This is an optimization exercise on Yosys and OpenROAD, whose aim is small area, not a production implementation.
RTL that was checked went through simulation tests only; none was proved equivalent to the original.
Power is estimated from default activity; no workload was simulated.

## chess
module chess(
    input  wire       clk,
    input  wire       rst,
    input  wire [4:0] btn,
    output wire       vga_hsync,
    output wire       vga_vsync,
    output wire [2:0] vga_r,
    output wire [2:0] vga_g,
    output wire [1:0] vga_b
);
export LEC_CHECK = 0
export CAP_MARGIN = 20
export CELL_PAD_IN_SITES_DETAIL_PLACEMENT = 0
export CELL_PAD_IN_SITES_GLOBAL_PLACEMENT = 0
export CORE_MARGIN = 2
export CORE_UTILIZATION = 65
export PLACE_DENSITY = 0.75
export SLEW_MARGIN = 20
create_clock -name core_clock -period 40.0 [get_ports {clk}]
standard.sh (not shown) runs the stock make flow with config.mk's settings and CLKGATE_MAP_FILE= SYNTH_SCRIPT=/design/flow/synth_recipe.tcl, a recipe that flattens the netlist after the stock synthesis.
==> flow/flow/run.sh <==
#!/bin/bash
# Layout flow: the standard ORFS flow (standard.sh) with two changes.
#  1. Synthesis maps the logic with an area-oriented ABC script
#     (flow/abc_area.script: no buffering or gate upsizing; the resizer
#     repairs slew and capacitance after placement). Everything else in
#     synthesis, flip-flop mapping and naming included, is the standard one.
#  2. Clock tree synthesis uses small clock buffers and no dummy loads.
# Each make step writes its tool's full log under orfs/logs/; the make
# output goes to flow_make.log in this folder.
set -euo pipefail
W=$PWD
rm -rf "$W/scripts_area"
cp -r "$FLOW_HOME/scripts" "$W/scripts_area"
cp "$W/flow/abc_area.script" "$W/scripts_area/abc_speed.script"
CTS="-sink_clustering_enable -repair_clock_nets -dont_use_dummy_load -buf_list {sky130_fd_sc_hd__clkbuf_16} -sink_clustering_size 30 -sink_clustering_max_diameter 50"
bash standard.sh "SCRIPTS_DIR=$W/scripts_area" "CTS_ARGS=$CTS" "BUFFER_PORTS_ARGS=-inputs -outputs -buffer_cell sky130_fd_sc_hd__buf_1" finish > "$W/flow_make.log" 2>&1
==> flow/flow/abc_area.script <==
&get -n
&st
&dch -f
&nf -R 1000
&st
&dch -f
&nf -R 1000
&st
&dch -f
&nf -R 1000
&put
Rerun with:
==> flow/flow/run.sh (replaced) <==
#!/bin/bash
# Layout flow: the standard ORFS flow (standard.sh) with three changes.
#  1. Synthesis maps the logic with an area-oriented ABC script
#     (flow/abc_area.script: AIG restructuring with &deepsyn, then area
#     mapping with relaxed delay; no buffering or gate upsizing, the
#     resizer repairs slew and capacitance after placement). Everything
#     else in synthesis, flip-flop mapping and naming included, is the
#     standard one.
#  2. Clock tree synthesis uses clkbuf_8 buffers in clusters of at most 16
#     flip-flops, and no dummy loads.
#  3. The port buffers are buf_1.
# Each make step writes its tool's full log under orfs/logs/; the make
# output goes to flow_make.log in this folder.
set -euo pipefail
W=$PWD
rm -rf "$W/scripts_area"
cp -r "$FLOW_HOME/scripts" "$W/scripts_area"
cp "$W/flow/abc_area.script" "$W/scripts_area/abc_speed.script"
CTS="-sink_clustering_enable -repair_clock_nets -dont_use_dummy_load -buf_list {sky130_fd_sc_hd__clkbuf_8} -sink_clustering_size 16 -sink_clustering_max_diameter 50"
bash standard.sh "SCRIPTS_DIR=$W/scripts_area" "CTS_ARGS=$CTS" "BUFFER_PORTS_ARGS=-inputs -outputs -buffer_cell sky130_fd_sc_hd__buf_1" finish > "$W/flow_make.log" 2>&1
==> flow/flow/abc_area.script (replaced) <==
&get -n
&st
&deepsyn -T 60
&st
&dch -f
&nf -R 1000
&st
&dch -f
&nf -R 1000
&st
&dch -f
&nf -R 1000
&put
CORE_UTILIZATION = 75   (was 65)
PLACE_DENSITY = 0.85   (was 0.75)
After rerunning: Clock-buffer cell count went down by 7. Power fell by 19%. Register-to-register slack is worse by 480 ps.
Rerun with:
==> flow/flow/run.sh (replaced) <==
#!/bin/bash
# Layout flow: the standard ORFS flow (standard.sh) with two changes.
#  1. Synthesis maps the logic with an area-oriented ABC script
#     (flow/abc_area.script: no buffering or gate upsizing; the resizer
#     repairs slew and capacitance after placement). Everything else in
#     synthesis, flip-flop mapping and naming included, is the standard one.
#  2. Clock tree synthesis uses small clock buffers and no dummy loads.
# Each make step writes its tool's full log under orfs/logs/; the make
# output goes to flow_make.log in this folder.
set -euo pipefail
W=$PWD
rm -rf "$W/scripts_area"
cp -r "$FLOW_HOME/scripts" "$W/scripts_area"
cp "$W/flow/abc_area.script" "$W/scripts_area/abc_speed.script"
CTS="-sink_clustering_enable -repair_clock_nets -dont_use_dummy_load -buf_list {sky130_fd_sc_hd__clkbuf_8} -sink_clustering_size 20 -sink_clustering_max_diameter 60"
bash standard.sh "SCRIPTS_DIR=$W/scripts_area" "CTS_ARGS=$CTS" "BUFFER_PORTS_ARGS=-inputs -outputs -buffer_cell sky130_fd_sc_hd__buf_1" finish > "$W/flow_make.log" 2>&1
==> flow/flow/abc_area.script (replaced) <==
&get -n
&st
&dch -f
&nf -R 1000
&st
&dch -f
&nf -R 1000
&st
&dch -f
&nf -R 1000
&put
CORE_UTILIZATION = 65   (was 75)
PLACE_DENSITY = 0.75   (was 0.85)
Power came out higher by 5.7%.
Global-route usage came out lower by 3.8 points.
Synthesized cell count came out higher by 0.74%.
Hold slack is worse by 18 ps.
Cell area rises by 1.3%.
Rerun with:
==> flow/flow/abc_area.script (replaced) <==
&get -n
&st
&deepsyn -T 60
&st
&dch -f
&nf -R 1000
&st
&dch -f
&nf -R 1000
&st
&dch -f
&nf -R 1000
&put
After rerunning:
- The changed run went through all stages and came out clean
- via count is lower by about 2%
- synthesized area fell by about 0.9%
- wire length climbs by 0.93%
- cell area drops by about 1%
- setup slack is better by 280 ps
- fmax climbs by 2.7%
- sequential share of layout area goes up by 0.67 points
- total power fell by 6.5%
- sequential cell count stays the same
- combinational power goes down by about 45%
- non-clock buffer count increases by 1
Rerun with:
==> flow/flow/run.sh (replaced) <==
#!/bin/bash
# Layout flow: the standard ORFS flow (standard.sh) with three changes.
#  1. Synthesis maps the logic with an area-oriented ABC script
#     (flow/abc_area.script: AIG restructuring with &deepsyn, then area
#     mapping with relaxed delay; no buffering or gate upsizing, the
#     resizer repairs slew and capacitance after placement). Everything
#     else in synthesis, flip-flop mapping and naming included, is the
#     standard one.
#  2. Clock tree synthesis uses clkbuf_8 buffers in clusters of at most 18
#     flip-flops, and no dummy loads.
#  3. The port buffers are buf_1.
# Each make step writes its tool's full log under orfs/logs/; the make
# output goes to flow_make.log in this folder.
set -euo pipefail
W=$PWD
rm -rf "$W/scripts_area"
cp -r "$FLOW_HOME/scripts" "$W/scripts_area"
cp "$W/flow/abc_area.script" "$W/scripts_area/abc_speed.script"
CTS="-sink_clustering_enable -repair_clock_nets -dont_use_dummy_load -buf_list {sky130_fd_sc_hd__clkbuf_8} -sink_clustering_size 18 -sink_clustering_max_diameter 55"
bash standard.sh "SCRIPTS_DIR=$W/scripts_area" "CTS_ARGS=$CTS" "BUFFER_PORTS_ARGS=-inputs -outputs -buffer_cell sky130_fd_sc_hd__buf_1" finish > "$W/flow_make.log" 2>&1
CORE_UTILIZATION = 75   (was 65)
PLACE_DENSITY = 0.85   (was 0.75)
Outcome: Clock power came out higher by a few percent; worst setup slack is worse by 49 ps; power came out higher slightly; non-clock buffer count came out lower by 5; critical path depth does not change; synthesized cell count is unchanged; wire length came out lower by a few percent; register-to-register slack is worse by 530 ps; die area came out lower by roughly a tenth.
Rerun with:
==> flow/flow/run.sh (replaced) <==
#!/bin/bash
# Layout flow: the standard ORFS flow (standard.sh) with two changes.
#  1. Synthesis maps the logic with an area-oriented ABC script
#     (flow/abc_area.script: no buffering or gate upsizing; the resizer
#     repairs slew and capacitance after placement). Everything else in
#     synthesis, flip-flop mapping and naming included, is the standard one.
#  2. Clock tree synthesis uses small clock buffers and no dummy loads.
# Each make step writes its tool's full log under orfs/logs/; the make
# output goes to flow_make.log in this folder.
set -euo pipefail
W=$PWD
rm -rf "$W/scripts_area"
cp -r "$FLOW_HOME/scripts" "$W/scripts_area"
cp "$W/flow/abc_area.script" "$W/scripts_area/abc_speed.script"
CTS="-sink_clustering_enable -repair_clock_nets -dont_use_dummy_load -buf_list {sky130_fd_sc_hd__clkbuf_16} -sink_clustering_size 30 -sink_clustering_max_diameter 80"
bash standard.sh "SCRIPTS_DIR=$W/scripts_area" "CTS_ARGS=$CTS" "BUFFER_PORTS_ARGS=-inputs -outputs -buffer_cell sky130_fd_sc_hd__buf_1" finish > "$W/flow_make.log" 2>&1
==> flow/flow/abc_area.script (replaced) <==
&get -n
&st
&dch -f
&nf -R 1000
&st
&dch -f
&nf -R 1000
&st
&dch -f
&nf -R 1000
&put
CORE_UTILIZATION = 50   (was 75)
PLACE_DENSITY = 0.6   (was 0.85)
The new run completed with no timing, DRC or antenna violations.
Cell count grows by about 8%.
Die area is higher by about 50%.
Global-route usage goes down by 8.6 points.
Cell area came out higher by 2.4%.
Total power rose by 9.6%.
Fmax went down by 1.5%.
First-iteration DRC count fell by about 13%.

* * *

chess, a different RTL version from the one above (not shown whole).
Size: ~1500 cells after synthesis, roughly 17 I/O pins, roughly 0.017 sq mm of cells after synthesis.
// chess
module chess(
    input  wire       clk,
    input  wire       rst,
    input  wire [4:0] btn,
    output wire       vga_hsync,
    output wire       vga_vsync,
    output wire [2:0] vga_r,
    output wire [2:0] vga_g,
    output wire [1:0] vga_b
);
clock: 40.0 ns
lec_check: 0
cap_margin: 20
cell_pad_in_sites_detail_placement: 0
cell_pad_in_sites_global_placement: 0
core_margin: 2
core_utilization: 50
cts_buf_list: sky130_fd_sc_hd__clkbuf_4
place_density: 0.6
slew_margin: 20
run.sh (not shown) runs the stock make flow with config.mk's settings and CLKGATE_MAP_FILE= SYNTH_SCRIPT=/design/flow/synth_recipe.tcl, a recipe that flattens the netlist after the stock synthesis.
Stock flow here: none of the scripts above is used.
The starting point completed with no timing, DRC or antenna violations.
Next try:
--- a/flow/config.mk
+++ b/flow/config.mk
@@ -11,5 +11,4 @@
 export CORE_MARGIN = 2
 export CORE_UTILIZATION = 50
-export CTS_BUF_LIST = sky130_fd_sc_hd__clkbuf_4
 export PLACE_DENSITY = 0.6
 export SLEW_MARGIN = 20
Outcome: Sequential power hardly moves. Critical path depth stays the same. Clock power grows by about 9%.
No run of this note included a check of the RTL's function; only the layout flow was run.

[re-timing with driven ports]
The flow's constraints put no driver on any port. The routed layouts listed below were extracted and timed again, unchanged, in two steps.
Step 1 assumes that a clkbuf_16 drives the clock port and a buf_2 every other input.
Step 2 also shifts input and output timing later by t, the mid clock arrival at the registers, as if the neighbouring blocks saw the same clock.
Three values: ideal, step 1, step 2; two values: the first two.
run	t (ns)	slack for setup (ns)	hold WS [ns]
the first run of note 1	0.552	29.663 / 29.612 / 29.900	0.371 / 0.371 / 0.371
the second run of note 1	0.615	29.789 / 29.748 / 29.500	0.384 / 0.384 / 0.384
the third run of note 1	0.614	29.548 / 29.502 / 29.933	0.367 / 0.367 / 0.367
the fourth run of note 1	0.599	29.824 / 29.781 / 29.523	0.379 / 0.379 / 0.379
the fifth run of note 1	0.611	29.775 / 29.735 / 29.541	0.383 / 0.383 / 0.383
the sixth run of note 1	0.559	29.620 / 29.571 / 29.873	0.402 / 0.402 / 0.402
the first run of note 2	0.844	28.977 / 28.928 / 29.772	0.377 / 0.377 / 0.377
the second run of note 2	0.609	29.193 / 29.139 / 29.748	0.377 / 0.377 / 0.377
After both steps setup and hold are still met in every run listed. For the fourth run of note 1, which loses most, drivers alone change the setup slack by -0.043 ns; drivers and shift together by -0.301 ns.
